This is an optimization exercise on Yosys and OpenROAD, whose aim is small area, a short achievable clock period and few clock cycles per item, not a production implementation.
At most, simulation tests tie the RTL to the original design; equivalence was not proved.
The RTL of runs 2 to 6 was laid out without a check of its function.
Power is estimated from default activity; no workload was simulated.

### flow/run.sh
#!/bin/bash
# synth_recipe.tcl (not shown) runs the flow's synth.tcl, then flattens the netlist and writes it again
# the make line also repeats each setting of config.mk as NAME=value (left out here)
make -C /OpenROAD-flow-scripts/flow DESIGN_CONFIG=/design/flow/config.mk WORK_HOME=/design/flow/orfs CLKGATE_MAP_FILE= SYNTH_SCRIPT=/design/flow/synth_recipe.tcl finish
### flow/config.mk
export PLATFORM = sky130hd
export DESIGN_NAME = automaton
export DESIGN_NICKNAME = automaton
export VERILOG_FILES = /design/flow/design.v
export SDC_FILE = /design/flow/constraint.sdc
export NUM_CORES = 4
export LEC_CHECK = 0
export CAP_MARGIN = 20
export CORE_MARGIN = 2
export CORE_UTILIZATION = 40
export SLEW_MARGIN = 20
### flow/constraint.sdc
create_clock -name core_clock -period 5.0 [get_ports {clk}]
set_input_delay 1.0000 -clock core_clock [delete_from_list [all_inputs] [get_ports {clk}]]
set_output_delay 1.0000 -clock core_clock [all_outputs]
set_load 0.01 [all_outputs]
### flow/design.v
`timescale 1ns / 1ps
module automaton(
    input               clk,             
    input               rst,             
    input [31:0]        rule,            
    output reg [5:0]    row,             
    output reg [5:0]    col,             
    output reg          world_we,        
    input               world_in,        
    output reg          world_out,       
    output reg          update_done);    
localparam START                               = 5'd0;
localparam SET_PREVIOUS_ROW_TO_CURRENT_ROW     = 5'd1;
localparam READ_ROW                            = 5'd2;
localparam INCREMENT_COLUMN_TO_READ_ENTIRE_ROW = 5'd3;
localparam READ_CELL                           = 5'd4;
localparam READ_NORTH                          = 5'd5;
localparam READ_SOUTH                          = 5'd6;
localparam READ_WEST                           = 5'd7;
localparam READ_EAST                           = 5'd8;
localparam WRITE_CELL                          = 5'd9;
localparam INCREMENT                           = 5'd10;
reg [63:0] previous_row, current_row, next_previous_row, next_current_row;
reg [5:0] index_row, index_column, next_index_row, next_index_column, indexRule;
reg [4:0] state, next_state;
reg N, S, E, W, C, next_N, next_S, next_E, next_W, next_C, next_update_done;
always@(posedge clk) begin
	if(rst) begin
		state <= START;
		index_row <= 0;
		index_column <= 0;
		update_done <= 0;
	end
	else begin
		state <= next_state;
		index_row <= next_index_row;
		index_column <= next_index_column;
		update_done <= next_update_done;
	end
	previous_row <= next_previous_row;
	current_row <= next_current_row;
	N <= next_N;
	S <= next_S;
	E <= next_E;
	W <= next_W;
	C <= next_C;
end
always@(*)begin
	world_we = 0;
	world_out = 0;
	row = index_row;
	col = index_column;
	indexRule = 0;
	next_state = state;
	next_index_row = index_row;
	next_index_column = index_column;
	next_update_done = 0;
	next_previous_row = previous_row;
	next_current_row = current_row;
	next_N = N;
	next_S = S;
	next_E = E;
	next_W = W;
	next_C = C;
	case (state)
		START:
				begin
					next_update_done = 0;
					next_index_row = 0;
					next_index_column = 0;
					next_state = SET_PREVIOUS_ROW_TO_CURRENT_ROW;
				end
		SET_PREVIOUS_ROW_TO_CURRENT_ROW:
				begin
					next_previous_row = current_row;	 
					next_state = READ_ROW;
				end
		READ_ROW:
				begin
					row = index_row;
					col = index_column;
					next_current_row[index_column] = world_in;
					next_state = INCREMENT_COLUMN_TO_READ_ENTIRE_ROW;
				end
		INCREMENT_COLUMN_TO_READ_ENTIRE_ROW:
				begin
					if(index_column == 63)begin
						next_index_column = 0;
						next_state = READ_CELL;
					end
					else begin
						next_index_column = index_column + 1;
						next_state = READ_ROW;
					end
				end
		READ_CELL:
				begin
					row = index_row;
					col = index_column;
					next_C = current_row[index_column];
					next_state = READ_NORTH;
				end
		READ_NORTH:
				begin
					if(index_row == 0)begin
						next_N = 0;
					end
					else begin
						next_N = previous_row[index_column];
					end
					next_state = READ_SOUTH;
				end
		READ_SOUTH:
				begin
					if(index_row == 63)begin
						next_S = 0;
					end
					else begin
						row = index_row + 1;
						col = index_column;
						next_S = world_in;
					end
					next_state = READ_WEST;
				end
		READ_WEST:
				begin
					if(index_column == 0)begin
						next_W = 0;
					end
					else begin
						next_W = current_row[index_column - 1];
					end
					next_state = READ_EAST;
				end
		READ_EAST:
				begin
					if(index_column == 63)begin
						next_E = 0;
					end
					else begin
						next_E = current_row[index_column + 1];
					end
					next_state = WRITE_CELL;
				end
		WRITE_CELL:
				begin
					world_we = 1;
					row = index_row;
					col = index_column;
					if((N == 1) && (W == 1) && (C == 1) && (E == 1) && (S == 1))begin
						indexRule = 31;
					end
					else if((N == 1) && (W == 1) && (C == 1) && (E == 1) && (S == 0))begin
						indexRule = 30;
					end
					else if((N == 1) && (W == 1) && (C == 1) && (E == 0) && (S == 1))begin
						indexRule = 29;
					end
					else if((N == 1) && (W == 1) && (C == 1) && (E == 0) && (S == 0))begin
						indexRule = 28;
					end
					else if((N == 1) && (W == 1) && (C == 0) && (E == 1) && (S == 1))begin
						indexRule = 27;
					end
					else if((N == 1) && (W == 1) && (C == 0) && (E == 1) && (S == 0))begin
						indexRule = 26;
					end
					else if((N == 1) && (W == 1) && (C == 0) && (E == 0) && (S == 1))begin
						indexRule = 25;
					end
					else if((N == 1) && (W == 1) && (C == 0) && (E == 0) && (S == 0))begin
						indexRule = 24;
					end
					else if((N == 1) && (W == 0) && (C == 1) && (E == 1) && (S == 1))begin
						indexRule = 23;
					end
					else if((N == 1) && (W == 0) && (C == 1) && (E == 1) && (S == 0))begin
						indexRule = 22;
					end
					else if((N == 1) && (W == 0) && (C == 1) && (E == 0) && (S == 1))begin
						indexRule = 21;
					end
					else if((N == 1) && (W == 0) && (C == 1) && (E == 0) && (S == 0))begin
						indexRule = 20;
					end
					else if((N == 1) && (W == 0) && (C == 0) && (E == 1) && (S == 1))begin
						indexRule = 19;
					end
					else if((N == 1) && (W == 0) && (C == 0) && (E == 1) && (S == 0))begin
						indexRule = 18;
					end
					else if((N == 1) && (W == 0) && (C == 0) && (E == 0) && (S == 1))begin
						indexRule = 17;
					end
					else if((N == 1) && (W == 0) && (C == 0) && (E == 0) && (S == 0))begin
						indexRule = 16;
					end
					else if((N == 0) && (W == 1) && (C == 1) && (E == 1) && (S == 1))begin
						indexRule = 15;
					end
					else if((N == 0) && (W == 1) && (C == 1) && (E == 1) && (S == 0))begin
						indexRule = 14;
					end
					else if((N == 0) && (W == 1) && (C == 1) && (E == 0) && (S == 1))begin
						indexRule = 13;
					end
					else if((N == 0) && (W == 1) && (C == 1) && (E == 0) && (S == 0))begin
						indexRule = 12;
					end
					else if((N == 0) && (W == 1) && (C == 0) && (E == 1) && (S == 1))begin
						indexRule = 11;
					end
					else if((N == 0) && (W == 1) && (C == 0) && (E == 1) && (S == 0))begin
						indexRule = 10;
					end
					else if((N == 0) && (W == 1) && (C == 0) && (E == 0) && (S == 1))begin
						indexRule = 9;
					end
					else if((N == 0) && (W == 1) && (C == 0) && (E == 0) && (S == 0))begin
						indexRule = 8;
					end
					else if((N == 0) && (W == 0) && (C == 1) && (E == 1) && (S == 1))begin
						indexRule = 7;
					end
					else if((N == 0) && (W == 0) && (C == 1) && (E == 1) && (S == 0))begin
						indexRule = 6;
					end
					else if((N == 0) && (W == 0) && (C == 1) && (E == 0) && (S == 1))begin
						indexRule = 5;
					end
					else if((N == 0) && (W == 0) && (C == 1) && (E == 0) && (S == 0))begin
						indexRule = 4;
					end
					else if((N == 0) && (W == 0) && (C == 0) && (E == 1) && (S == 1))begin
						indexRule = 3;
					end
					else if((N == 0) && (W == 0) && (C == 0) && (E == 1) && (S == 0))begin
						indexRule = 2;
					end
					else if((N == 0) && (W == 0) && (C == 0) && (E == 0) && (S == 1))begin
						indexRule = 1;
					end
					else if((N == 0) && (W == 0) && (C == 0) && (E == 0) && (S == 0))begin
						indexRule = 0;
					end
					world_out = rule[indexRule];
					next_state = INCREMENT;
				end
		INCREMENT:
				begin
					if(index_row == 63 && index_column == 63) begin
						next_update_done = 1;
						next_state = START;
					end
					else if(index_column == 63) begin
							next_index_column = 0;
							next_index_row = index_row + 1;
							next_state = SET_PREVIOUS_ROW_TO_CURRENT_ROW;
						end
						else begin
							next_index_column = index_column + 1;
							next_state = READ_CELL;
						end
				end
		default:
				begin
					next_state = START;
				end
		endcase
end
endmodule
==> results.toml, run 1 <==
[clocking]
tritoncts.num_buffers = 17
worstSkewPairLatency_ns = 0.42
post_cts_resized = 0
post_cts_buffers = 0
htree_num_levels = 4
clock_sink_count = 150
cts_root_buf = "sky130_fd_sc_hd__clkbuf_16"
clk_transition_reported_paths_ns = 0.06
hold_buffers = 0
tritoncts_clock_tree = "done"
cts-root-to-sink-buffers = 2

[detailed_routing]
via_count = 6115
drc_errors = 0
route.detailed.vias_per_inst = 6.13
post_drt_wl_per_cell_um = 22.9
drt-initial-drc-count = 760
drt-total-wl_um = 22900
1st_pass_router_iterations = 5
postRouteAntennaNets = 0

[setup_path]
critPathRequiredTime_ns = 4.00
critPathLaunch = "rule[27]"
timing.critical_path.slowest_cell_delay_ns = 0.49
worst_setup_path_type = "in2out"
end_kind = "primary output"
critical_path.reg2reg.endpoint = "C"
worstPathMaxFanout = 1
crit_path_start_kind = "input port"
cp_slowest_cell = "sky130_fd_sc_hd__mux4_2"
crit_path_end = "world_out"
reg2reg_from = "index_column[2]"
r2r_cells = 7
arrival_ns = 3.07
crit_chain = "clkdlybuf4s50_1 > mux4_2 > mux4_2 > mux2i_1 > nor3_1 > clkdlybuf4s50_1"
setup.reg_to_reg.worst_slack_ns = 1.92

[pwr]
peakVddDrop_uv = 259
total_leakage_power_nw = 3.11
power_mw = 3.23
cellPowerDensity_nw_per_um2 = 329

[global_route]
use_met3_pct = 5.67
grt_pass1_wl_um = 35100
grt.total_usage_pct = 20.9
groute.layer.met1.usage_pct = 28.2
first_global_vias = 5900
top_usage_layer = "met2"
grt_antenna_before_repair = 0
grt_overflow = 0
grt_start_max_net_pins = 65
grt_use_met2_pct = 32.8

[timing]
timing.final.crit_share_pct = 81.3
final_clock_skew_ns = 0.00730
final.setup.tns_ns = 0
worstMarginPinSlew_ns = 0.891
timing.final.hold_violations = 0
max_freq_mhz = 246
count_of_final_setup_violators = 0
timing.final.max_slew_violations = 0
post-route-min-period_ns = 4.07
rsz0062_at_grt = "no"
maxSlewHeadroom_pct = 40.6

[min_path]
hold_path.class = "reg2reg"
whs_path_depth = 0

[logic_synthesis]
synthFlopType = "sky130_fd_sc_hd__edfxtp_1"
synth.avg_cell_area_um2 = 12.6
ys_ff_latch = 150
post-synth-top-count-cell = "sky130_fd_sc_hd__edfxtp_1"
netlist_top_cells_count = "133 x sky130_fd_sc_hd__edfxtp_1, 93 x sky130_fd_sc_hd__o21ai_0, 69 x sky130_fd_sc_hd__mux4_2"
synth_largest_area_cell = "sky130_fd_sc_hd__edfxtp_1"
synth-seq-area-share_pct = 50.9
synth-async-reset-ratio_pct = 0
number_of_flops_mapped_to_enable_cells_by_yosys = 133
number_of_instances_in_the_synthesized_netlist = 678
synth_cell_types = 52
synth_area_leaders = "sky130_fd_sc_hd__edfxtp_1 47%, sky130_fd_sc_hd__mux4_2 18%, sky130_fd_sc_hd__o21ai_0 5.5%"
synthesis.area_um2 = 8520
yosysWarningCount = 1
synth_top_area_share_pct = 46.9
synth_nets = 720

[layout]
register_area_um2 = 4340
diodes = 0
layout-area-overhead-vs-synth_pct = 15.1
nNetsFinal = 752
fillerInstances = 1922
stdcell_area_um2 = 9800
multi_input_gate_area_um2 = 3920
drive_gt1_share_pct = 18.9

[status]
run_status = "no timing/DRC/antenna violations"

[floorplan]
die_area_um2 = 22500
die_w_um = 150
floorplan.die.height_um = 150
floorplan.io_pins = 50
fp-row-count = 53
coreArea_um2 = 21000
floorplan.initialDensity_pct = 40.6

[placed_design]
place.port_buffers = 49
globalplace.congestion = 0.883
hpwl_um = 15100
placedInstanceArea_um2 = 9240

[flow_run]
drv.max_cap_violation_count = 0
==> final cells by class <==
type                       instances  share of cell area (%)
tap                              275                    3.51
inverter                          16                   0.613
clock inverter                    14                    1.37
clock buffer                      18                    4.38
sequential                       150                    44.3
multi-input combinational        464                    39.9
timing repair buffer              61                    5.92
==> per-stage QoR <==
step	std cells	setup WS, ns	hold slack (ns)	util [%]
after global routing	998	0.866	0.532	46.8
after detailed placement	966	0.952	0.499	44.1
after CTS	998	0.933	0.519	46.8
after global placement	966	0.949	0.489	44.1
after floorplan	678	1.25	0.459	-
final	998	0.934	0.512	46.8
==> cells by family (layout without fill, tap and decap cells) <==
kind of cell             after synthesis  count (layout)  synth area share, %
adder cells (fa/ha/maj)                7               7                 1.03
flip-flops                           150             150                 50.9
AND/OR/NAND/NOR                      184             184                 9.74
XOR/XNOR                              10              10                 1.03
AO/OA/AOI/OAI                        161             161                 10.9
buffers and inverters                 64             109                 3.42
multiplexers                         102             102                 23.0
==> flip-flops by register name (all words and copies together), names as in the netlist <==
name          flops
current_row      64
previous_row     64
index_row         6
E                 1
S                 1
N                 1
state             4
W                 1
C                 1
update_done       1
index_column      6
==> worst max-delay path, delay by kind of cell <==
| kind | cells | cell delay [ns] |
|---|---|---|
| muxes | 3 | 1.11 |
| and+or+nand+nor | 1 | 0.06 |
| buffers and inverters | 2 | 0.90 |
==> layer usage <==
metal	wire (um)	share of wire (%)	vias to the layer above
met5	0	0	-
met4	511	2.2	0
met3	2270	9.9	36
met2	10700	47	332
met1	9360	41	3033
li1	-	-	2714
==> report_power, final <==
group / switching (mW) / internal (mW)
Combinational: 0.278 / 0.216
Clock: 0.514 / 0.729
Sequential: 0.0472 / 1.44
==> worst min path at each step <==
stage,start,end
3_5_place_dp,current_row[0],previous_row[0]
3_3_place_gp,index_row[1],index_row[1]
5_1_grt,current_row[0],previous_row[0]
2_1_floorplan,current_row[0],previous_row[0]
4_1_cts,current_row[0],previous_row[0]
6_report,current_row[0],previous_row[0]
==> cell usage in the layout (no fill, tap or decap), types with 3 or more instances in the layout <==
cell / Yosys / routed
sky130_fd_sc_hd__a211oi_1: 3 / 3
sky130_fd_sc_hd__a21oi_1: 25 / 25
sky130_fd_sc_hd__a22o_1: 3 / 3
sky130_fd_sc_hd__a22oi_1: 7 / 7
sky130_fd_sc_hd__a31oi_1: 4 / 4
sky130_fd_sc_hd__a32oi_1: 3 / 3
sky130_fd_sc_hd__and2_1: 7 / 7
sky130_fd_sc_hd__and3_1: 6 / 6
sky130_fd_sc_hd__buf_4: 3 / 12
sky130_fd_sc_hd__clkbuf_16: 0 / 17
sky130_fd_sc_hd__clkdlybuf4s50_1: 0 / 49
sky130_fd_sc_hd__clkinv_2: 0 / 5
sky130_fd_sc_hd__dfxtp_1: 17 / 15
sky130_fd_sc_hd__edfxtp_1: 133 / 133
sky130_fd_sc_hd__ha_1: 7 / 7
sky130_fd_sc_hd__inv_1: 15 / 15
sky130_fd_sc_hd__mux2_2: 18 / 18
sky130_fd_sc_hd__mux2i_1: 12 / 12
sky130_fd_sc_hd__mux4_1: 3 / 3
sky130_fd_sc_hd__mux4_2: 69 / 69
sky130_fd_sc_hd__nand2_1: 65 / 65
sky130_fd_sc_hd__nand2b_1: 7 / 7
sky130_fd_sc_hd__nand3_1: 7 / 7
sky130_fd_sc_hd__nand3b_1: 3 / 3
sky130_fd_sc_hd__nand4_1: 9 / 9
sky130_fd_sc_hd__nor2_1: 60 / 60
sky130_fd_sc_hd__nor2b_1: 5 / 5
sky130_fd_sc_hd__nor3_1: 6 / 4
sky130_fd_sc_hd__nor4_1: 3 / 3
sky130_fd_sc_hd__o21ai_0: 93 / 93
sky130_fd_sc_hd__o22ai_1: 7 / 7
sky130_fd_sc_hd__or3_1: 3 / 3
sky130_fd_sc_hd__xnor2_1: 8 / 8
Testbench counts, summed over its fixed seeds: cycles 1,772,592, generations 48.
==> run 2: changes to the inputs <==
==> flow/design.v (replaced) <==
`timescale 1ns / 1ps
module automaton(
    input               clk,
    input               rst,
    input [31:0]        rule,
    output reg [5:0]    row,
    output reg [5:0]    col,
    output reg          world_we,
    input               world_in,
    output reg          world_out,
    output reg          update_done);
localparam P = 9;                
localparam L = 2 * P + 1;        
reg [L-1:0]  sr;                 
reg [63:0]   tb;                 
reg [2:0] rb;
reg [5:0] rc;
reg [2:0] ri;
reg       rs;
reg [2:0] cb;
reg [5:0] cc;
reg [2:0] ci;
reg       cs;
reg rd;          
reg pend;        
reg wsel2;       
reg active;      
reg ud1;
wire c_col0   = (cc == 6'd0);
wire c_col63  = (cc == 6'd63);
wire c_top    = ~cs & (ci == 3'd0);
wire c_lastb  = (cb == 3'd7);
wire n_bit    = c_top ? (tb[0] & (cb != 3'd0)) : sr[P+1];
wire w_bit    = c_col0 ? 1'b0 : sr[2*P];
wire c_bit    = sr[P];
wire e_bit    = c_col63 ? 1'b0 : sr[0];
wire s_bit    = (~cs & (ci == 3'd7) & c_lastb) ? 1'b0 : sr[P-1];
wire new_bit  = rule[{n_bit, w_bit, c_bit, e_bit, s_bit}];
wire flag     = active & ~cs & (new_bit ^ c_bit);
wire next_w = rd ? pend : (wsel2 & pend);
wire c_last = c_lastb & c_col63 & cs;
always @(posedge clk) begin
    if (rd) begin
        sr <= {sr[L-2:0], world_in};
        if (cs)
            tb <= {sr[P+1], tb[63:1]};
    end
    if (rst) begin
        rb <= 3'd0; rc <= 6'd0; ri <= 3'd1; rs <= 1'b0;
        cb <= 3'd7; cc <= 6'd62; ci <= 3'd0; cs <= 1'b1;
        row <= 6'd0; col <= 6'd0;
        world_we <= 1'b0;
        world_out <= 1'b0;
        rd <= 1'b1;
        pend <= 1'b0;
        wsel2 <= 1'b0;
        active <= 1'b0;
        ud1 <= 1'b0;
        update_done <= 1'b0;
    end else begin
        if (rd) begin
            if (cs) begin
                cs <= 1'b0;
                cc <= cc + 1'b1;
                if (c_col63) cb <= cb + 1'b1;
            end else begin
                ci <= ci + 1'b1;
                if (ci == 3'd7) cs <= 1'b1;
            end
            pend <= flag;
            wsel2 <= 1'b1;
            if (c_last) active <= 1'b1;
        end else begin
            wsel2 <= 1'b0;
            if (!wsel2) pend <= 1'b0;
        end
        ud1 <= rd & c_last & active;
        update_done <= ud1;
        world_we <= next_w;
        rd <= ~next_w;
        world_out <= ~sr[P+1];
        if (next_w) begin
            row <= {cb, ci - 3'd1};
            col <= cc;
        end else begin
            row <= rs ? {rb + 3'd1, 3'd0} : {rb, ri};
            col <= rc;
            if (rs) begin
                rs <= 1'b0;
                rc <= rc + 1'b1;
                if (rc == 6'd63) rb <= rb + 1'b1;
            end else begin
                ri <= ri + 1'b1;
                if (ri == 3'd7) rs <= 1'b1;
            end
        end
    end
end
endmodule
==> flow/flow/run.sh (new file) <==
#!/bin/bash
# The standard layout (standard.sh), with two changes to how ORFS sizes cells:
# ports are buffered with buf_2 instead of the slow delay buffer buffer_ports
# picks by default, and the resizer may swap cells of different footprints.
set -euo pipefail
sed 's/CLKGATE_MAP_FILE= /CLKGATE_MAP_FILE= MATCH_CELL_FOOTPRINT=0 "BUFFER_PORTS_ARGS=-buffer_cell sky130_fd_sc_hd__buf_2" /' standard.sh > standard_own.sh
grep -q BUFFER_PORTS_ARGS standard_own.sh
bash standard_own.sh > standard.log 2>&1
==> flow/standard.sh (new file) <==
#!/bin/bash
# synth_recipe.tcl (not shown) runs the flow's synth.tcl, then flattens the netlist and writes it again
# the make line also repeats each setting of config.mk as NAME=value (left out here)
make -C /OpenROAD-flow-scripts/flow DESIGN_CONFIG=/design/flow/config.mk WORK_HOME=/design/flow/orfs CLKGATE_MAP_FILE= SYNTH_SCRIPT=/design/flow/synth_recipe.tcl "${@:-finish}"
--- a/flow/config.mk
+++ b/flow/config.mk
@@ -5,7 +5,12 @@
 export SDC_FILE = /design/flow/constraint.sdc
 export NUM_CORES = 4
 export LEC_CHECK = 0
+export ABC_CLOCK_PERIOD_IN_PS = 1700
 export CAP_MARGIN = 20
 export CORE_MARGIN = 2
-export CORE_UTILIZATION = 40
+export CORE_UTILIZATION = 50
+export CTS_BUF_LIST = sky130_fd_sc_hd__clkbuf_4 sky130_fd_sc_hd__clkbuf_8
+export CTS_CLUSTER_DIAMETER = 100
+export CTS_CLUSTER_SIZE = 30
+export SETUP_SLACK_MARGIN = 3.2
 export SLEW_MARGIN = 20
removed: flow/run.sh
==> results.toml, run 2 <==
[placed_design]
placedInstanceArea_um2 = 5130
hpwl_um = 4690
globalplace.congestion = 0.789
place.port_buffers = 49

[global_route]
grt_start_max_net_pins = 36
grt_pass1_wl_um = 12600
grt_overflow = 0
first_global_vias = 2654
grt_antenna_before_repair = 0
grt.total_usage_pct = 16.4

[setup_path]
end_kind = "register"
crit_path_start_kind = "register"
crit_chain = "ha_1 > ha_2 > nand2_2 > o21ai_4 > buf_12 > mux2i_1 > mux2i_1 > nor3_1 > or4_1 > a311o_1"
arrival_ns = 2.64
critical_path.n_buffers_inverters = 1
cp_slowest_cell = "sky130_fd_sc_hd__or4_1"
critical-path-top-delay-family = "simple AND/OR/NAND/NOR gates"
critPathRequiredTime_ns = 5.31
timing.critical_path.slowest_cell_delay_ns = 0.52
worst_path_most_repeated_cell = "sky130_fd_sc_hd__mux2i_1"
worstPathMaxFanout = 5
worst_setup_path_type = "reg2reg"

[layout]
register_area_um2 = 3440
largestRegisters = "tb: 64 flops, sr: 19 flops"
multi_input_gate_area_um2 = 1290
largest_register_ff_count = 64
mostFrequentLayoutCell = "sky130_fd_sc_hd__edfxtp_1"
largest-register = "tb"
stdcell_area_um2 = 5860
fillerInstances = 729
diodes = 0
most-common-layout-cells = "83 x sky130_fd_sc_hd__edfxtp_1, 44 x sky130_fd_sc_hd__buf_2, 36 x sky130_fd_sc_hd__nand2_1"
layout-area-overhead-vs-synth_pct = 23.3
nNetsFinal = 461
drive_gt1_share_pct = 31.5

[timing]
timing.final.hold_violations = 0
post-route-min-period_ns = 2.34
timing.final.crit_share_pct = 46.7
max_freq_mhz = 428
maxSlewHeadroom_pct = 62.5
count_of_final_setup_violators = 0
timing.final.max_slew_violations = 0
final_clock_skew_ns = 0.0228
rsz0062_at_grt = "yes"
final.setup.tns_ns = 0
worstMarginPinSlew_ns = 0.561

[logic_synthesis]
synth_cell_types = 40
synth-seq-area-share_pct = 71.8
synth_largest_area_cell = "sky130_fd_sc_hd__edfxtp_1"
synth.avg_cell_area_um2 = 14.0
synthFlopType = "sky130_fd_sc_hd__edfxtp_1"
number_of_instances_in_the_synthesized_netlist = 339
synthesis.area_um2 = 4750
yosysWarningCount = 1
ys_ff_latch = 129
synth_top_area_share_pct = 52.4
post-synth-top-count-cell = "sky130_fd_sc_hd__edfxtp_1"
synth_area_leaders = "sky130_fd_sc_hd__edfxtp_1 52%, sky130_fd_sc_hd__dfxtp_1 19%, sky130_fd_sc_hd__ha_1 3.4%"
number_of_flops_mapped_to_enable_cells_by_yosys = 83
synth_nets = 387
netlist_top_cells_count = "83 x sky130_fd_sc_hd__edfxtp_1, 46 x sky130_fd_sc_hd__dfxtp_1, 37 x sky130_fd_sc_hd__nand2_1"
synth-async-reset-ratio_pct = 0

[floorplan]
die_area_um2 = 10300
die_w_um = 102
floorplan.die.height_um = 102
floorplan.io_pins = 50
floorplan.initialDensity_pct = 51.4
coreArea_um2 = 9240
fp-row-count = 35

[clocking]
hold_buffers = 0
clock_sink_count = 129
tritoncts_clock_tree = "done"
htree_num_levels = 4
cts-root-to-sink-buffers = 2
clk_transition_reported_paths_ns = 0.08
worstSkewPairLatency_ns = 0.43
tritoncts.num_buffers = 17
cts_root_buf = "sky130_fd_sc_hd__clkbuf_8"

[flow_run]
drv.max_cap_violation_count = 0

[detailed_routing]
postRouteAntennaNets = 0
via_count = 2762
drt-initial-drc-count = 126
drc_errors = 0
post_drt_wl_per_cell_um = 14.7
drt-total-wl_um = 8140
1st_pass_router_iterations = 4
route.detailed.vias_per_inst = 4.98

[pwr]
peakVddDrop_uv = 229
total_leakage_power_nw = 2.32
cellPowerDensity_nw_per_um2 = 408

[status]
run_status = "no timing/DRC/antenna violations"

[min_path]
hold_path.class = "reg2reg"
run 2: changes by cell type after synthesis, moves of 11 or more:
cell                       before  now
sky130_fd_sc_hd__nor2_1        60   29
sky130_fd_sc_hd__o21ai_0       93    7
sky130_fd_sc_hd__mux2_2        18    4
sky130_fd_sc_hd__clkbuf_1      25   10
sky130_fd_sc_hd__mux4_2        69    0
sky130_fd_sc_hd__dfxtp_1       17   46
sky130_fd_sc_hd__nand2_1       65   37
sky130_fd_sc_hd__edfxtp_1     133   83
sky130_fd_sc_hd__buf_2         12    1
run 2: cells by family (layout without fill, tap and decap cells):
logic type	after synthesis	after routing	share of synthesized area [%]
AND/OR/NAND/NOR	98	98	9.45
buffers and inverters	24	111	2.00
XOR/XNOR	17	17	3.13
multiplexers	20	20	5.00
AO/OA/AOI/OAI	38	38	5.19
flip-flops	129	129	71.8
adder cells (fa/ha/maj)	13	13	3.42
run 2: area by class of cell:
cell class,count,share of cell area (%)
Timing Repair Buffer,67,8.26
Sequential cell,129,58.7
Clock inverter,14,3.48
Inverter,12,0.769
Multi-Input combinational cell,186,22.0
Clock buffer,18,4.12
Tap cell,129,2.75
run 2: where the power goes:
part           switching [mW]  total, mW  internal, mW
sequential             0.0329       1.24          1.21
clock                   0.421      0.978         0.557
combinational          0.0854      0.171        0.0853
total                   0.540       2.39          1.85
run 2: metal layers:
metal	share of wire, %	up-vias	track usage, %
li1	-	1361	-
met1	51	1340	23.6
met2	43	49	23.1
met3	4.0	12	5.11
met4	1.3	0	6.96
met5	0	-	0
run 2: what timing repair did:
action	CTS	global route
hold endpoints to repair	0	0
cloned	1	1
gates resized for setup	21	14
pin swaps	2	2
setup endpoints to repair	26	23
buffers inserted	7	6
run 2: worst paths after layout:
check / from / endpoint / slack [ns] / depth (start not counted)
hold reg to reg: sr[4] / sr[5] / 0.41 / 0
hold / removal: sr[4] / sr[5] / 0.41 / 0
setup reg to reg: cb[0] / pend / 2.66 / 10
setup / recovery: cb[0] / pend / 2.66 / 10
run 2: per-stage QoR:
stage	utilization (%)	hold WS (ns)	cells	total power, mW	setup slack, ns
2_1_floorplan	-	0.400	339	1.35	2.60
3_3_place_gp	55.6	0.402	508	1.40	2.17
3_5_place_dp	55.6	0.405	508	1.40	2.09
4_1_cts	62.2	0.411	548	2.40	2.63
5_1_grt	63.4	0.419	555	2.48	2.58
6_report	63.4	0.407	555	2.39	2.66
==> run 3: changes to the inputs <==
==> flow/run.sh (new file) <==
#!/bin/bash
# synth_recipe.tcl (not shown) runs the flow's synth.tcl, then flattens the netlist and writes it again
# the make line also repeats each setting of config.mk as NAME=value (left out here)
make -C /OpenROAD-flow-scripts/flow DESIGN_CONFIG=/design/flow/config.mk WORK_HOME=/design/flow/orfs CLKGATE_MAP_FILE= SYNTH_SCRIPT=/design/flow/synth_recipe.tcl finish
removed: flow/flow/run.sh
removed: flow/standard.sh
==> results.toml, run 3 <==
[layout]
layout-area-overhead-vs-synth_pct = 29.1
largest-register = "tb"
diodes = 0
most-common-layout-cells = "83 x sky130_fd_sc_hd__edfxtp_1, 36 x sky130_fd_sc_hd__nand2_1, 29 x sky130_fd_sc_hd__dfxtp_1"
nNetsFinal = 468
drive_gt1_share_pct = 26.3
layoutNonFillerInstCount = 562
mostFrequentLayoutCell = "sky130_fd_sc_hd__edfxtp_1"
fillerInstances = 709
largestRegisters = "tb: 64 flops, sr: 19 flops"
largest_register_ff_count = 64

[placed_design]
dp.cells = 509
hpwl_um = 4800
globalplace.congestion = 0.810
setup_slack_at_placement_ns = 1.85
place.port_buffers = 49

[clocking]
hold_buffers = 0
clock_sink_count = 129
cts-root-to-sink-buffers = 2
clk_transition_reported_paths_ns = 0.07
worstSkewPairLatency_ns = 0.41
htree_num_levels = 4
tritoncts.num_buffers = 17
tritoncts_clock_tree = "done"
cts_root_buf = "sky130_fd_sc_hd__clkbuf_8"

[floorplan]
die_area_um2 = 10300
coreArea_um2 = 9240
floorplan.die.height_um = 102
floorplan.io_pins = 50
fp-row-count = 35
die_w_um = 102
floorplan.initialDensity_pct = 51.4

[flow_run]
drv.max_cap_violation_count = 0

[detailed_routing]
postRouteAntennaNets = 0
drt-total-wl_um = 8520
route.detailed.vias_per_inst = 4.90
via_count = 2752
post_drt_wl_per_cell_um = 15.2
drc_errors = 0
1st_pass_router_iterations = 4
drt-initial-drc-count = 93

[global_route]
grt_start_max_net_pins = 36
grt_antenna_before_repair = 0
grt_pass1_wl_um = 13500
grt_overflow = 0
grt.total_usage_pct = 17.7
first_global_vias = 2734

[logic_synthesis]
ys_ff_latch = 129
synth-async-reset-ratio_pct = 0
synth_top_area_share_pct = 52.4
synth_area_leaders = "sky130_fd_sc_hd__edfxtp_1 52%, sky130_fd_sc_hd__dfxtp_1 19%, sky130_fd_sc_hd__ha_1 3.4%"
synthFlopType = "sky130_fd_sc_hd__edfxtp_1"
synth_largest_area_cell = "sky130_fd_sc_hd__edfxtp_1"
number_of_flops_mapped_to_enable_cells_by_yosys = 83
post-synth-top-count-cell = "sky130_fd_sc_hd__edfxtp_1"
synth.avg_cell_area_um2 = 14.0
yosysWarningCount = 1
synth-seq-area-share_pct = 71.8
number_of_instances_in_the_synthesized_netlist = 339
synthesis.area_um2 = 4750
synth_cell_types = 40
netlist_top_cells_count = "83 x sky130_fd_sc_hd__edfxtp_1, 46 x sky130_fd_sc_hd__dfxtp_1, 37 x sky130_fd_sc_hd__nand2_1"
synth_nets = 387

[timing]
max_freq_mhz = 426
final_clock_skew_ns = 0.00971
final.setup.tns_ns = 0
count_of_final_setup_violators = 0
maxSlewHeadroom_pct = 62.8
worstMarginPinSlew_ns = 0.557
timing.final.crit_share_pct = 46.9
post-route-min-period_ns = 2.35
rsz0062_at_grt = "yes"
timing.final.max_slew_violations = 0
timing.final.hold_violations = 0
worst_slack_ns = 2.65

[setup_path]
arrival_ns = 2.64
critical_path.reg2reg.endpoint = "pend"
crit_path_start_kind = "register"
worst_setup_path_type = "reg2reg"
critPathRequiredTime_ns = 5.29
reg2reg_from = "ci[0]"
end_kind = "register"
r2r_cells = 10
setup.reg_to_reg.worst_slack_ns = 2.65
worstPathMaxFanout = 4

[pwr]
peakVddDrop_uv = 360
total_leakage_power_nw = 2.38
cellPowerDensity_nw_per_um2 = 380
power_mw = 2.33

[min_path]
hold_path.class = "reg2reg"
hold-path-endpoint = "sr[17]"
hold_start = "sr[16]"
whs_path_depth = 0

[status]
run_status = "no timing/DRC/antenna violations"
## run 3: cell count changes in the layout (fill, tap and decap cells not counted), moves of 3 or more
cell	previous run	this run
sky130_fd_sc_hd__dlygate4sd2_1	0	8
sky130_fd_sc_hd__clkbuf_8	17	20
sky130_fd_sc_hd__inv_6	3	0
sky130_fd_sc_hd__clkdlybuf4s50_1	0	25
sky130_fd_sc_hd__ha_1	11	8
sky130_fd_sc_hd__buf_2	44	9
sky130_fd_sc_hd__clkbuf_4	2	7
sky130_fd_sc_hd__ha_4	0	5
sky130_fd_sc_hd__buf_4	12	18
sky130_fd_sc_hd__clkinv_4	4	0
## run 3: worst max-delay path: stages (launching register included)
cell	delay [ns]
sky130_fd_sc_hd__dfxtp_2	0.37
sky130_fd_sc_hd__ha_4	0.15
sky130_fd_sc_hd__ha_4	0.13
sky130_fd_sc_hd__nand2_2	0.06
sky130_fd_sc_hd__o21ai_4	0.22
sky130_fd_sc_hd__buf_12	0.15
sky130_fd_sc_hd__mux2i_1	0.09
sky130_fd_sc_hd__mux2i_2	0.19
sky130_fd_sc_hd__nor3_1	0.07
sky130_fd_sc_hd__or4_1	0.51
sky130_fd_sc_hd__a311o_1	0.29
## run 3: worst max-delay path by stage
stage | startpoint | cells past startpoint | slack [ns] | endpoint
after floorplan | rule[24] | 5 | 2.60 | pend
final | ci[0] | 10 | 2.65 | pend
after detailed placement | rst | 9 | 1.85 | pend
after global routing | cc[1] | 8 | 2.57 | pend
after global placement | rst | 9 | 1.92 | pend
after CTS | cc[1] | 8 | 2.55 | pend
## run 3: logic make-up after synthesis
group,Yosys count,share of synthesized area (%)
AOI/OAI and AO/OA,38,5.19
DFF,129,71.8
adders and majority gates,13,3.42
buffers and inverters,24,2.00
and+or+nand+nor,98,9.45
xor gates and xnor gates,17,3.13
muxes,20,5.00
## run 3: layer usage
| layer | track usage (%) | wire length (um) |
|---|---|---|
| met1 | 25.1 | 4390 |
| met5 | 0 | 0 |
| met4 | 7.28 | 108 |
| met3 | 5.80 | 329 |
| met2 | 25.2 | 3690 |
## run 3: report_power, final
part	leakage [nW]	switching, mW	internal, mW
clock	0.208	0.363	0.522
combinational	0.968	0.0906	0.110
sequential	1.20	0.0351	1.21
total	2.38	0.489	1.84
## run 3: repair_timing
| item | CTS | global route |
|---|---|---|
| pin swaps | 7 | 7 |
| setup buffers | 12 | 6 |
| endpoints found under the hold margin | 0 | 0 |
| endpoints found under the setup margin | 38 | 24 |
| resized for setup | 98 | 24 |
| cloned | 2 | 1 |
## run 3: through the flow
stage | cell area, um^2 | hold slack, ns | utilization [%]
after detailed placement | 5390 | 0.405 | 58.3
after global routing | 6140 | 0.427 | 66.4
final | 6140 | 0.417 | 66.4
after CTS | 5980 | 0.416 | 64.7
after global placement | 5390 | 0.401 | 58.3
after floorplan | 4780 | 0.400 | -
## run 3: layout make-up
| class | instances | area (um^2) | area share, % |
|---|---|---|---|
| clock inverters | 5 | 80.1 | 1.30 |
| well taps | 129 | 161 | 2.63 |
| repair buffers | 74 | 739 | 12.0 |
| clock buffers | 27 | 328 | 5.34 |
| flip-flops and latches | 129 | 3440 | 56.0 |
| inverters | 12 | 45.0 | 0.734 |
| multi-input cells | 186 | 1340 | 21.9 |
==> run 4: changes to the inputs <==
--- a/flow/design.v
+++ b/flow/design.v
@@ -28,22 +28,27 @@
 reg ud1;
 wire c_col0   = (cc == 6'd0);
 wire c_col63  = (cc == 6'd63);
-wire c_top    = ~cs & (ci == 3'd0);
-wire c_lastb  = (cb == 3'd7);
-wire n_bit    = c_top ? (tb[0] & (cb != 3'd0)) : sr[P+1];
-wire w_bit    = c_col0 ? 1'b0 : sr[2*P];
-wire c_bit    = sr[P];
-wire e_bit    = c_col63 ? 1'b0 : sr[0];
-wire s_bit    = (~cs & (ci == 3'd7) & c_lastb) ? 1'b0 : sr[P-1];
-wire new_bit  = rule[{n_bit, w_bit, c_bit, e_bit, s_bit}];
-wire flag     = active & ~cs & (new_bit ^ c_bit);
+wire n_top    = cs;                                  
+wire n_band0  = c_col63 ? (cb == 3'd7) : (cb == 3'd0);
+wire n_nbit   = n_top ? (tb[1] & ~n_band0) : sr[P];
+wire n_wbit   = (cs ? c_col63 : c_col0) ? 1'b0 : sr[2*P-1];
+wire n_cbit   = sr[P-1];
+wire n_sbit   = (~cs & (ci == 3'd6) & (cb == 3'd7)) ? 1'b0 : sr[P-2];
+wire n_emask  = cs ? (cc == 6'd62) : c_col63;
+reg [1:0] rlk;       
+reg       emask;     
+wire new_bit  = (sr[0] & ~emask) ? rlk[1] : rlk[0];
+wire flag     = active & ~cs & (new_bit ^ sr[P]);
 wire next_w = rd ? pend : (wsel2 & pend);
-wire c_last = c_lastb & c_col63 & cs;
+wire c_last = (cb == 3'd7) & c_col63 & cs;
 always @(posedge clk) begin
     if (rd) begin
         sr <= {sr[L-2:0], world_in};
         if (cs)
             tb <= {sr[P+1], tb[63:1]};
+        rlk <= {rule[{n_nbit, n_wbit, n_cbit, 1'b1, n_sbit}],
+                rule[{n_nbit, n_wbit, n_cbit, 1'b0, n_sbit}]};
+        emask <= n_emask;
     end
     if (rst) begin
         rb <= 3'd0; rc <= 6'd0; ri <= 3'd1; rs <= 1'b0;
==> flow/flow/run.sh (new file) <==
#!/bin/bash
# The standard layout (standard.sh) with three changes to how ORFS sizes cells
# and builds the clock tree:
#  - ports are buffered with buf_2 instead of the slow delay buffer that
#    buffer_ports picks by default;
#  - the resizer may swap cells of different footprints;
#  - clock tree synthesis adds no dummy loads.
set -euo pipefail
export BUFFER_PORTS_ARGS="-buffer_cell sky130_fd_sc_hd__buf_2"
export CTS_ARGS="-sink_clustering_enable -repair_clock_nets -sink_clustering_size 30 -sink_clustering_max_diameter 100 -buf_list {sky130_fd_sc_hd__clkbuf_4 sky130_fd_sc_hd__clkbuf_8} -dont_use_dummy_load"
sed 's/CLKGATE_MAP_FILE= /CLKGATE_MAP_FILE= MATCH_CELL_FOOTPRINT=0 /' standard.sh > standard_own.sh
grep -q MATCH_CELL_FOOTPRINT=0 standard_own.sh
bash standard_own.sh > standard.log 2>&1
==> flow/standard.sh (new file) <==
#!/bin/bash
# synth_recipe.tcl (not shown) runs the flow's synth.tcl, then flattens the netlist and writes it again
# the make line also repeats each setting of config.mk as NAME=value (left out here)
make -C /OpenROAD-flow-scripts/flow DESIGN_CONFIG=/design/flow/config.mk WORK_HOME=/design/flow/orfs CLKGATE_MAP_FILE= SYNTH_SCRIPT=/design/flow/synth_recipe.tcl "${@:-finish}"
--- a/flow/config.mk
+++ b/flow/config.mk
@@ -8,9 +8,9 @@
 export ABC_CLOCK_PERIOD_IN_PS = 1700
 export CAP_MARGIN = 20
 export CORE_MARGIN = 2
-export CORE_UTILIZATION = 50
+export CORE_UTILIZATION = 60
 export CTS_BUF_LIST = sky130_fd_sc_hd__clkbuf_4 sky130_fd_sc_hd__clkbuf_8
 export CTS_CLUSTER_DIAMETER = 100
 export CTS_CLUSTER_SIZE = 30
-export SETUP_SLACK_MARGIN = 3.2
+export SETUP_SLACK_MARGIN = 3.4
 export SLEW_MARGIN = 20
removed: flow/run.sh
==> results.toml, run 4 <==
[placed_design]
hpwl_um = 4620
globalplace.congestion = 0.740
setup_slack_at_placement_ns = 2.62
placedInstanceArea_um2 = 5170
place.port_buffers = 49

[timing]
timing.final.hold_violations = 0
worst_slack_ns = 2.99
final_clock_skew_ns = 0.0281
post-route-min-period_ns = 2.01
worstMarginPinSlew_ns = 0.488
timing.final.crit_share_pct = 40.3
count_of_final_setup_violators = 0
timing.final.max_slew_violations = 0
rsz0062_at_grt = "yes"
max_freq_mhz = 497
maxSlewHeadroom_pct = 67.4
final.setup.tns_ns = 0
holdWs_ns = 0.408

[flow_run]
drv.max_cap_violation_count = 0

[logic_synthesis]
synth-async-reset-ratio_pct = 0
yosys.area_share.adder_pct = 3.64
synth-xor-area-share_pct = 3.10
synth_cell_types = 38
synth_nets = 370
yosysWarningCount = 1
number_of_flops_mapped_to_enable_cells_by_yosys = 84
ys_ff_latch = 130
synthesis.area_um2 = 4810
number_of_instances_in_the_synthesized_netlist = 321
synth_area_leaders = "sky130_fd_sc_hd__edfxtp_1 52%, sky130_fd_sc_hd__dfxtp_1 19%, sky130_fd_sc_hd__mux4_2 3.7%"
synth.avg_cell_area_um2 = 15.0
fraction_of_the_mapped_netlist_area_in_compound_gates_pct = 4.42
synth_top_family_by_area = "simple AND/OR/NAND/NOR gates"
synth_top_area_share_pct = 52.5
synth_largest_area_cell = "sky130_fd_sc_hd__edfxtp_1"
synthFlopType = "sky130_fd_sc_hd__edfxtp_1"
post-synth-top-count-cell = "sky130_fd_sc_hd__edfxtp_1"
synth_simple_gate_area_share_pct = 9.08
synth-seq-area-share_pct = 71.6
muxShareOfSynthArea_pct = 6.25
netlist_top_cells_count = "84 x sky130_fd_sc_hd__edfxtp_1, 46 x sky130_fd_sc_hd__dfxtp_1, 26 x sky130_fd_sc_hd__nor2_1"

[setup_path]
critical-path-top-delay-family = "multiplexers"
timing.critical_path.slowest_cell_delay_ns = 0.52
worstPathMaxFanout = 8
reg2reg_from = "cb[1]"
arrival_ns = 2.16
worst_setup_path_type = "reg2reg"
critPathRequiredTime_ns = 5.14
crit_chain = "ha_4 > ha_4 > nand4b_1 > nand2_4 > mux4_2 > mux2i_1 > mux2i_1"
cp_slowest_cell = "sky130_fd_sc_hd__mux4_2"
critical_path.reg2reg.endpoint = "rlk[0]"
r2r_cells = 7
end_kind = "register"
crit_path_start_kind = "register"
setup.reg_to_reg.worst_slack_ns = 2.99
critical_path.n_buffers_inverters = 0

[layout]
largest_register_ff_count = 63
drive_gt1_share_pct = 28.2
register_area_um2 = 3460
nNetsFinal = 437
most-common-layout-cells = "84 x sky130_fd_sc_hd__edfxtp_1, 44 x sky130_fd_sc_hd__buf_2, 35 x sky130_fd_sc_hd__dfxtp_1"
largestRegisters = "tb: 63 flops, sr: 18 flops"
fillerInstances = 535
largest-register = "tb"
diodes = 0
mostFrequentLayoutCell = "sky130_fd_sc_hd__edfxtp_1"
multi_input_gate_area_um2 = 1340
stdcell_area_um2 = 5550
final_core_util_pct = 71.8
layout-area-overhead-vs-synth_pct = 15.4

[global_route]
grt_antenna_before_repair = 0
grt.total_usage_pct = 18.9
grt_start_max_net_pins = 46
grt_pass1_wl_um = 12200
first_global_vias = 2519
grt_overflow = 0

[floorplan]
die_area_um2 = 8740
fp-row-count = 32
floorplan.die.height_um = 93.5
floorplan.initialDensity_pct = 62.2
coreArea_um2 = 7730
floorplan.io_pins = 50
die_w_um = 93.5

[detailed_routing]
drc_errors = 0
via_count = 2621
route.detailed.vias_per_inst = 5.37
post_drt_wl_per_cell_um = 16.1
postRouteAntennaNets = 0
drt-initial-drc-count = 149
drt-total-wl_um = 7850
1st_pass_router_iterations = 4

[status]
run_status = "no timing/DRC/antenna violations"

[min_path]
hold_path.class = "reg2reg"
whs_path_depth = 0
hold_start = "tb[27]"
hold-path-endpoint = "tb[26]"

[clocking]
worstSkewPairLatency_ns = 0.42
cts-root-to-sink-buffers = 2
tritoncts_clock_tree = "done"
clk_transition_reported_paths_ns = 0.06
tritoncts.num_buffers = 17
htree_num_levels = 4
clock_sink_count = 130
hold_buffers = 0
cts_root_buf = "sky130_fd_sc_hd__clkbuf_8"

[pwr]
total_leakage_power_nw = 2.17
cellPowerDensity_nw_per_um2 = 368
peakVddDrop_uv = 275
==> run 4: how the worst max path moves through the flow <==
stage	cells past startpoint	startpoint	endpoint
finish	7	cb[1]	rlk[0]
floorplan	3	rule[20]	rlk[0]
global route	7	cb[1]	rlk[0]
detailed placement	5	rd	cb[2]
global placement	5	rd	cb[2]
CTS	7	cb[1]	rlk[0]
==> run 4: through the flow <==
stage | cells | total power, mW
floorplan | 321 | 1.39
global placement | 461 | 1.44
detailed placement | 461 | 1.44
CTS | 485 | 2.05
global route | 488 | 2.12
finish | 488 | 2.04
==> run 4: per-layer routing <==
layer,part of all wire (%),vias up,global-route usage [%]
li1,-,1286,-
met1,48,1282,26.9
met2,47,43,27.5
met3,3.3,10,6.37
met4,1.2,0,6.62
met5,0,-,0
==> run 4: cells by family after synthesis <==
kind of cell             after synthesis
AO/OA/AOI/OAI                         31
adder cells (fa/ha/maj)               14
AND/OR/NAND/NOR                       87
XOR/XNOR                              17
multiplexers                          20
buffers and inverters                 22
flip-flops                           130
==> run 4: power by group <==
| part | leakage, nW | total, mW | switching [mW] | internal (mW) |
|---|---|---|---|---|
| clock network | 0.122 | 0.607 | 0.310 | 0.298 |
| logic | 0.833 | 0.167 | 0.0810 | 0.0856 |
| registers | 1.22 | 1.27 | 0.0413 | 1.23 |
==> run 4: cell type report <==
| type | instances | share of cell area [%] |
|---|---|---|
| Inverter | 10 | 0.676 |
| Sequential cell | 130 | 62.4 |
| Clock buffer | 17 | 4.22 |
| Tap cell | 102 | 2.30 |
| Multi-Input combinational cell | 171 | 24.1 |
| Timing Repair Buffer | 58 | 6.27 |
==> run 4: what timing repair did <==
action,CTS,global route
setup endpoints to repair,100,60
gates resized for setup,6,17
buffers inserted,5,3
hold endpoints to repair,0,0
gates cloned,2,0
pin swaps,4,3
==> run 4: worst reg2reg max path, stage by stage, from the launching register on <==
cell	delay (ns)
sky130_fd_sc_hd__dfxtp_2	0.35
sky130_fd_sc_hd__ha_4	0.14
sky130_fd_sc_hd__ha_4	0.12
sky130_fd_sc_hd__nand4b_1	0.16
sky130_fd_sc_hd__nand2_4	0.20
sky130_fd_sc_hd__mux4_2	0.52
sky130_fd_sc_hd__mux2i_1	0.17
sky130_fd_sc_hd__mux2i_1	0.09
==> run 5: changes to the inputs <==
--- a/flow/config.mk
+++ b/flow/config.mk
@@ -8,9 +8,9 @@
 export ABC_CLOCK_PERIOD_IN_PS = 1700
 export CAP_MARGIN = 20
 export CORE_MARGIN = 2
-export CORE_UTILIZATION = 60
+export CORE_UTILIZATION = 50
 export CTS_BUF_LIST = sky130_fd_sc_hd__clkbuf_4 sky130_fd_sc_hd__clkbuf_8
 export CTS_CLUSTER_DIAMETER = 100
 export CTS_CLUSTER_SIZE = 30
-export SETUP_SLACK_MARGIN = 3.4
+export SETUP_SLACK_MARGIN = 3.2
 export SLEW_MARGIN = 20
==> results.toml, run 5 <==
[setup_path]
timing.critical_path.slowest_cell_delay_ns = 0.52
setup.reg_to_reg.worst_slack_ns = 3.04
critical_path.n_buffers_inverters = 0
reg2reg_from = "cb[1]"
worstPathMaxFanout = 8
crit_path_start_kind = "register"
critical-path-top-delay-family = "multiplexers"
cp_slowest_cell = "sky130_fd_sc_hd__mux4_2"
critical_path.reg2reg.endpoint = "rlk[0]"
r2r_cells = 7
worst_setup_path_type = "reg2reg"
crit_chain = "ha_4 > ha_4 > nand4b_1 > nand2_4 > mux4_2 > mux2i_1 > mux2i_1"
critPathRequiredTime_ns = 5.15
end_kind = "register"
arrival_ns = 2.12

[logic_synthesis]
synth-seq-area-share_pct = 71.6
synth_nets = 370
synth_top_area_share_pct = 52.5
yosysWarningCount = 1
synthesis.area_um2 = 4810
post-synth-top-count-cell = "sky130_fd_sc_hd__edfxtp_1"
fraction_of_the_mapped_netlist_area_in_compound_gates_pct = 4.42
synth.avg_cell_area_um2 = 15.0
synth_area_leaders = "sky130_fd_sc_hd__edfxtp_1 52%, sky130_fd_sc_hd__dfxtp_1 19%, sky130_fd_sc_hd__mux4_2 3.7%"
synth_top_family_by_area = "simple AND/OR/NAND/NOR gates"
ys_ff_latch = 130
synth-xor-area-share_pct = 3.10
muxShareOfSynthArea_pct = 6.25
netlist_top_cells_count = "84 x sky130_fd_sc_hd__edfxtp_1, 46 x sky130_fd_sc_hd__dfxtp_1, 26 x sky130_fd_sc_hd__nor2_1"
synth-async-reset-ratio_pct = 0
synthFlopType = "sky130_fd_sc_hd__edfxtp_1"
number_of_instances_in_the_synthesized_netlist = 321
number_of_flops_mapped_to_enable_cells_by_yosys = 84
synth_simple_gate_area_share_pct = 9.08
synth_cell_types = 38
yosys.area_share.adder_pct = 3.64
synth_largest_area_cell = "sky130_fd_sc_hd__edfxtp_1"

[detailed_routing]
drt-total-wl_um = 7510
drc_errors = 0
postRouteAntennaNets = 0
via_count = 2580
1st_pass_router_iterations = 4
route.detailed.vias_per_inst = 5.05
post_drt_wl_per_cell_um = 14.7
drt-initial-drc-count = 97

[timing]
worstMarginPinSlew_ns = 0.811
count_of_final_setup_violators = 0
timing.final.hold_violations = 0
post-route-min-period_ns = 1.96
worst_slack_ns = 3.04
final.setup.tns_ns = 0
max_freq_mhz = 510
final_clock_skew_ns = 0.0256
maxSlewHeadroom_pct = 45.9
timing.final.crit_share_pct = 39.2
rsz0062_at_grt = "yes"
timing.final.max_slew_violations = 0

[layout]
largestRegisters = "tb: 63 flops, sr: 18 flops"
largest_register_ff_count = 63
layout-area-overhead-vs-synth_pct = 14.6
mostFrequentLayoutCell = "sky130_fd_sc_hd__edfxtp_1"
most-common-layout-cells = "84 x sky130_fd_sc_hd__edfxtp_1, 47 x sky130_fd_sc_hd__buf_2, 40 x sky130_fd_sc_hd__dfxtp_1"
stdcell_area_um2 = 5510
diodes = 0
largest-register = "tb"
final_core_util_pct = 59.3
fillerInstances = 761
drive_gt1_share_pct = 25.4
nNetsFinal = 433

[pwr]
cellPowerDensity_nw_per_um2 = 370
intPower_mw = 1.60
netSwitchingPower_uw = 434
switching_share_pct = 21.3
power_mw = 2.04
power_frac_comb_pct = 7.8
p_clk_share_pct = 30.2
total_leakage_power_nw = 2.15
peakVddDrop_uv = 153
power_frac_seq_pct = 62.0

[global_route]
grt_pass1_wl_um = 12100
grt.total_usage_pct = 15.9
grt_start_max_net_pins = 46
first_global_vias = 2510
grt_overflow = 0
grt_antenna_before_repair = 0

[flow_run]
drv.max_cap_violation_count = 0

[placed_design]
place.port_buffers = 49
placedInstanceArea_um2 = 5210
globalplace.congestion = 0.718
hpwl_um = 4470
setup_slack_at_placement_ns = 2.70

[min_path]
hold_start = "tb[63]"
hold-path-endpoint = "tb[62]"
hold_path.class = "reg2reg"
whs_path_depth = 0

[clocking]
htree_num_levels = 4
worstSkewPairLatency_ns = 0.42
clock_sink_count = 130
tritoncts.num_buffers = 17
tritoncts_clock_tree = "done"
cts-root-to-sink-buffers = 2
clk_transition_reported_paths_ns = 0.08
cts_root_buf = "sky130_fd_sc_hd__clkbuf_8"

[floorplan]
die_area_um2 = 10400
floorplan.die.height_um = 102
fp-row-count = 35
floorplan.initialDensity_pct = 51.8
die_w_um = 102
coreArea_um2 = 9280
floorplan.io_pins = 50

[status]
run_status = "no timing/DRC/antenna violations"
==> run 5: cell types whose count changed in the layout (fill, tap and decap cells not counted), moves of 2 or more <==
cell / change
sky130_fd_sc_hd__buf_6: -2
sky130_fd_sc_hd__dfxtp_1: +5
sky130_fd_sc_hd__buf_4: -3
sky130_fd_sc_hd__buf_2: +3
sky130_fd_sc_hd__dfxtp_2: -5
==> run 5: final cells by class <==
type	count	area (um^2)	area share (%)
sequential	130	3460	62.7
tap	129	161	2.93
clock buffer	17	234	4.25
timing repair buffer	55	310	5.63
inverter	10	37.5	0.681
multi-input combinational	170	1310	23.8
==> run 5: kinds of logic (layout without fill, tap and decap cells) <==
kind of cell             Yosys count  count (layout)
AO/OA/AOI/OAI                     31              31
XOR/XNOR                          17              17
adder cells (fa/ha/maj)           14              14
buffers and inverters             22              82
flip-flops                       130             130
multiplexers                      20              20
AND/OR/NAND/NOR                   87              88
==> run 5: per-layer routing <==
| metal | GRT usage (%) | share of wire, % | wire (um) |
|---|---|---|---|
| met3 | 7.18 | 4.9 | 365 |
| met2 | 22.0 | 43 | 3230 |
| met4 | 6.46 | 1.3 | 95 |
| met1 | 22.0 | 51 | 3820 |
| met5 | 0 | 0 | 0 |
==> run 5: timing repair <==
action / CTS / global route
buffers inserted: 3 / 1
gates resized for setup: 3 / 7
cloned: 1 / 0
endpoints found under the setup margin: 62 / 20
pin swaps: 2 / 2
hold buffers: 0 / 0
==> run 5: worst max-delay path by stage <==
stage	start	to	slack, ns	depth (start not counted)
floorplan	rule[20]	rlk[0]	3.10	3
global placement	rd	cc[1]	2.76	4
detailed placement	rd	cc[1]	2.70	4
CTS	cb[1]	rlk[1]	2.98	7
global route	cb[1]	rlk[1]	2.92	7
finish	cb[1]	rlk[0]	3.04	7
==> run 5: power groups by stage <==
stage	registers [mW]	clock network (mW)	logic, mW
after floorplan	1.27	0	0.119
after global placement	1.29	0	0.151
final	1.26	0.616	0.159
after CTS	1.26	0.642	0.158
after detailed placement	1.28	0	0.154
after global routing	1.27	0.686	0.181
==> run 5: metrics by stage <==
step	hold slack, ns	std cells
after global placement	0.404	489
after floorplan	0.400	321
after global routing	0.401	511
after detailed placement	0.405	489
final	0.396	511
after CTS	0.399	510
==> run 6: changes to the inputs <==
--- a/flow/design.v
+++ b/flow/design.v
@@ -21,26 +21,26 @@
 reg [5:0] cc;
 reg [2:0] ci;
 reg       cs;
+reg col0, col62, col63, band0, band7;
 reg rd;          
 reg pend;        
 reg wsel2;       
 reg active;      
 reg ud1;
-wire c_col0   = (cc == 6'd0);
-wire c_col63  = (cc == 6'd63);
+wire c_col63  = col63;
 wire n_top    = cs;                                  
-wire n_band0  = c_col63 ? (cb == 3'd7) : (cb == 3'd0);
+wire n_band0  = col63 ? band7 : band0;
 wire n_nbit   = n_top ? (tb[1] & ~n_band0) : sr[P];
-wire n_wbit   = (cs ? c_col63 : c_col0) ? 1'b0 : sr[2*P-1];
+wire n_wbit   = (cs ? col63 : col0) ? 1'b0 : sr[2*P-1];
 wire n_cbit   = sr[P-1];
-wire n_sbit   = (~cs & (ci == 3'd6) & (cb == 3'd7)) ? 1'b0 : sr[P-2];
-wire n_emask  = cs ? (cc == 6'd62) : c_col63;
+wire n_sbit   = (~cs & (ci == 3'd6) & band7) ? 1'b0 : sr[P-2];
+wire n_emask  = cs ? col62 : col63;
 reg [1:0] rlk;       
 reg       emask;     
 wire new_bit  = (sr[0] & ~emask) ? rlk[1] : rlk[0];
 wire flag     = active & ~cs & (new_bit ^ sr[P]);
 wire next_w = rd ? pend : (wsel2 & pend);
-wire c_last = (cb == 3'd7) & c_col63 & cs;
+wire c_last = band7 & col63 & cs;
 always @(posedge clk) begin
     if (rd) begin
         sr <= {sr[L-2:0], world_in};
@@ -53,6 +53,8 @@
     if (rst) begin
         rb <= 3'd0; rc <= 6'd0; ri <= 3'd1; rs <= 1'b0;
         cb <= 3'd7; cc <= 6'd62; ci <= 3'd0; cs <= 1'b1;
+        col0 <= 1'b0; col62 <= 1'b1; col63 <= 1'b0;
+        band0 <= 1'b0; band7 <= 1'b1;
         row <= 6'd0; col <= 6'd0;
         world_we <= 1'b0;
         world_out <= 1'b0;
@@ -67,7 +69,14 @@
             if (cs) begin
                 cs <= 1'b0;
                 cc <= cc + 1'b1;
-                if (c_col63) cb <= cb + 1'b1;
+                col0 <= col63;
+                col63 <= col62;
+                col62 <= (cc == 6'd61);
+                if (col63) begin
+                    cb <= cb + 1'b1;
+                    band0 <= band7;
+                    band7 <= (cb == 3'd6);
+                end
             end else begin
                 ci <= ci + 1'b1;
                 if (ci == 3'd7) cs <= 1'b1;
==> results.toml, run 6 <==
[layout]
layout-area-overhead-vs-synth_pct = 16.2
final_core_util_pct = 59.4
mostFrequentLayoutCell = "sky130_fd_sc_hd__edfxtp_1"
multi_input_gate_area_um2 = 1420
drive_gt1_share_pct = 24.9
fillerInstances = 798
largest-register = "tb"
largest_register_ff_count = 63
nNetsFinal = 459
register_area_um2 = 3560
diodes = 0
most-common-layout-cells = "84 x sky130_fd_sc_hd__edfxtp_1, 43 x sky130_fd_sc_hd__buf_2, 41 x sky130_fd_sc_hd__dfxtp_1"
largestRegisters = "tb: 63 flops, sr: 18 flops"

[logic_synthesis]
fraction_of_the_mapped_netlist_area_in_compound_gates_pct = 5.81
synth.avg_cell_area_um2 = 14.2
synthesis.area_um2 = 4970
synth_top_area_share_pct = 50.7
ys_ff_latch = 135
yosys.area_share.adder_pct = 3.02
synth-seq-area-share_pct = 71.3
synth_largest_area_cell = "sky130_fd_sc_hd__edfxtp_1"
synthFlopType = "sky130_fd_sc_hd__edfxtp_1"
yosysWarningCount = 1
muxShareOfSynthArea_pct = 4.48
synth_nets = 396
synth-async-reset-ratio_pct = 0
number_of_flops_mapped_to_enable_cells_by_yosys = 84
number_of_instances_in_the_synthesized_netlist = 349
synth-xor-area-share_pct = 3.17
post-synth-top-count-cell = "sky130_fd_sc_hd__edfxtp_1"
synth_area_leaders = "sky130_fd_sc_hd__edfxtp_1 51%, sky130_fd_sc_hd__dfxtp_1 21%, sky130_fd_sc_hd__ha_1 3.0%"
synth_simple_gate_area_share_pct = 10.6
netlist_top_cells_count = "84 x sky130_fd_sc_hd__edfxtp_1, 51 x sky130_fd_sc_hd__dfxtp_1, 30 x sky130_fd_sc_hd__nor2_1"
synth_top_family_by_area = "simple AND/OR/NAND/NOR gates"
synth_cell_types = 42

[detailed_routing]
1st_pass_router_iterations = 4
route.detailed.vias_per_inst = 5.27
top_sig_layer = "met4"
drt-initial-drc-count = 111
met3WireLength_um = 311
detail_route.wirelength.met1_um = 4120
drt-total-wl_um = 8160
drc_errors = 0
route.met2.wl_um = 3620
via_count = 2859
post_drt_wl_per_cell_um = 15.0
postRouteAntennaNets = 0

[floorplan]
floorplan.io_pins = 50
floorplan.initialDensity_pct = 51.1
fp-row-count = 36
die_area_um2 = 10800
floorplan.die.height_um = 104
die_w_um = 104
coreArea_um2 = 9730

[pwr]
peakVddDrop_uv = 144
cellPowerDensity_nw_per_um2 = 363
switching_share_pct = 21.6
power_frac_comb_pct = 7.8
netSwitchingPower_uw = 453
p_clk_share_pct = 29.8
power_frac_seq_pct = 62.4
total_leakage_power_nw = 2.26
intPower_mw = 1.65

[timing]
timing.final.max_slew_violations = 0
worstMarginPinSlew_ns = 0.850
final.setup.tns_ns = 0
maxSlewHeadroom_pct = 43.3
final_clock_skew_ns = 0.0305
count_of_final_setup_violators = 0
max_freq_mhz = 531
post-route-min-period_ns = 1.88
rsz0062_at_grt = "yes"
timing.final.crit_share_pct = 37.6
timing.final.hold_violations = 0

[global_route]
grt_overflow = 0
grt_pass1_wl_um = 13300
grt_antenna_before_repair = 0
grt.total_usage_pct = 16.0
grt_start_max_net_pins = 51
first_global_vias = 2740

[clocking]
clock_sink_count = 135
cts_root_buf = "sky130_fd_sc_hd__clkbuf_8"
worstSkewPairLatency_ns = 0.42
hold_buffers = 0
htree_num_levels = 4
clk_transition_reported_paths_ns = 0.08
tritoncts_clock_tree = "done"
cts-root-to-sink-buffers = 2
tritoncts.num_buffers = 17

[setup_path]
arrival_ns = 2.03
worstPathMaxFanout = 8
crit_path_start_kind = "register"
worst_setup_path_type = "reg2reg"
setup.reg_to_reg.worst_slack_ns = 3.12
end_kind = "register"
critPathRequiredTime_ns = 5.14

[flow_run]
drv.max_cap_violation_count = 0

[placed_design]
place.port_buffers = 49
globalplace.congestion = 0.803
hpwl_um = 4770

[min_path]
hold_path.class = "reg2reg"

[status]
run_status = "no timing/DRC/antenna violations"
## run 6: cell count changes in the layout (fill, tap and decap cells not counted), sizes merged, moves of 3 or more
cell   before  now
nand2      21   26
mux2i      12    8
a31oi       1    4
nand3       6   10
and3        5    8
nor2       27   30
dfxtp      46   51
a21oi      15   20
mux4        8    5
## run 6: routing by layer
layer	vias up	global-route usage, %
met1	1412	22.3
met3	13	6.17
met5	-	0
met2	49	22.7
met4	0	6.27
li1	1385	-
## run 6: metrics by stage
| step | setup slack, ns | instance area (um^2) | cells | hold slack [ns] | total power [mW] |
|---|---|---|---|---|---|
| finish | 3.12 | 5780 | 543 | 0.407 | 2.10 |
| global route | 3.05 | 5780 | 543 | 0.415 | 2.20 |
| CTS | 3.09 | 5680 | 541 | 0.408 | 2.11 |
| detailed placement | 2.70 | 5360 | 519 | 0.405 | 1.47 |
| global placement | 2.82 | 5360 | 519 | 0.401 | 1.47 |
| floorplan | 3.04 | 4990 | 349 | 0.400 | 1.42 |
## run 6: layout make-up
type | instances | share of cell area, %
multi-input cells | 193 | 24.5
well taps | 133 | 2.88
repair buffers | 55 | 5.74
flip-flops and latches | 135 | 61.6
clock buffers | 17 | 4.05
inverters | 9 | 1.04
repair inverters | 1 | 0.152
## run 6: path summary, 6_finish.rpt
kind | start | to | cells after the start
max reg2reg | ci[0] | rlk[1] | 7
min | tb[59] | tb[58] | 0
max | ci[0] | rlk[1] | 7
min reg2reg | tb[59] | tb[58] | 0
## run 6: worst max-delay path: stages, from the launching register on
cell and delay, ns:
sky130_fd_sc_hd__dfxtp_2 0.32, sky130_fd_sc_hd__inv_2 0.07, sky130_fd_sc_hd__ha_4 0.14, sky130_fd_sc_hd__nand4b_4 0.15
sky130_fd_sc_hd__nand2_8 0.14, sky130_fd_sc_hd__mux4_2 0.53, sky130_fd_sc_hd__o32ai_2 0.21, sky130_fd_sc_hd__a21oi_1 0.06
## run 6: timing repair
item / CTS / global route
cloned: 1 / 0
resized for setup: 14 / 17
buffers inserted: 4 / 2
pin swaps: 1 / 2
endpoints found under the hold margin: 0 / 0
setup endpoints to repair: 105 / 26
## run 6: kinds of logic after synthesis
| kind of cell | count (synthesis) |
|---|---|
| compound gates | 45 |
| mux | 15 |
| buf+inv | 21 |
| flops | 135 |
| xor+xnor | 18 |
| fa+ha+maj | 12 |
| simple gates | 103 |
## run 6: power groups by stage
stage               logic, mW  clock network [mW]  registers (mW)
floorplan               0.107                   0            1.32
global placement        0.140                   0            1.33
detailed placement      0.143                   0            1.33
CTS                     0.154               0.643            1.31
global route            0.183               0.696            1.32
finish                  0.163               0.626            1.31

==> separate check: timing with driven ports <==
How much do the figures lean on ideal ports? The routed layouts below were timed once more, with nothing changed but the port constraints.
Step 1 (the two cells are an assumption about what drives the block):
set clk [get_ports {clk}]
set_driving_cell -lib_cell sky130_fd_sc_hd__clkbuf_16 $clk
set_driving_cell -lib_cell sky130_fd_sc_hd__buf_2 [delete_from_list [all_inputs] $clk]
Step 2, shift: input delay + t, output delay - t, t = (earliest + latest rising clock arrival at the registers) / 2. This alone moves slack from input paths to output paths.
a / b / c = ideal ports / drivers / drivers and shift; a / b = the first two.
run | shift t [ns] | setup WS [ns] | worst data-port slew with drivers (ns) | pins driven straight from the clock port
run 1 | 0.465 | 0.934 / 0.911 / 0.911 | 0.05 | 1
run 2 | 0.445 | 2.664 / 2.664 / 2.281 | 0.03 | 1
run 3 | 0.444 | 2.655 / 2.655 / 2.221 | 0.04 | 1
run 4 | 0.436 | 2.987 / 2.987 / 2.901 | 0.04 | 1
run 5 | 0.447 | 3.038 / 3.038 / 2.931 | 0.03 | 1
run 6 | 0.441 | 3.118 / 3.109 / 2.863 | 0.04 | 1
After both steps setup and hold are still met in every run listed. For run 3, which loses most, drivers alone change the setup slack by 0.000 ns; drivers and shift together by -0.434 ns.
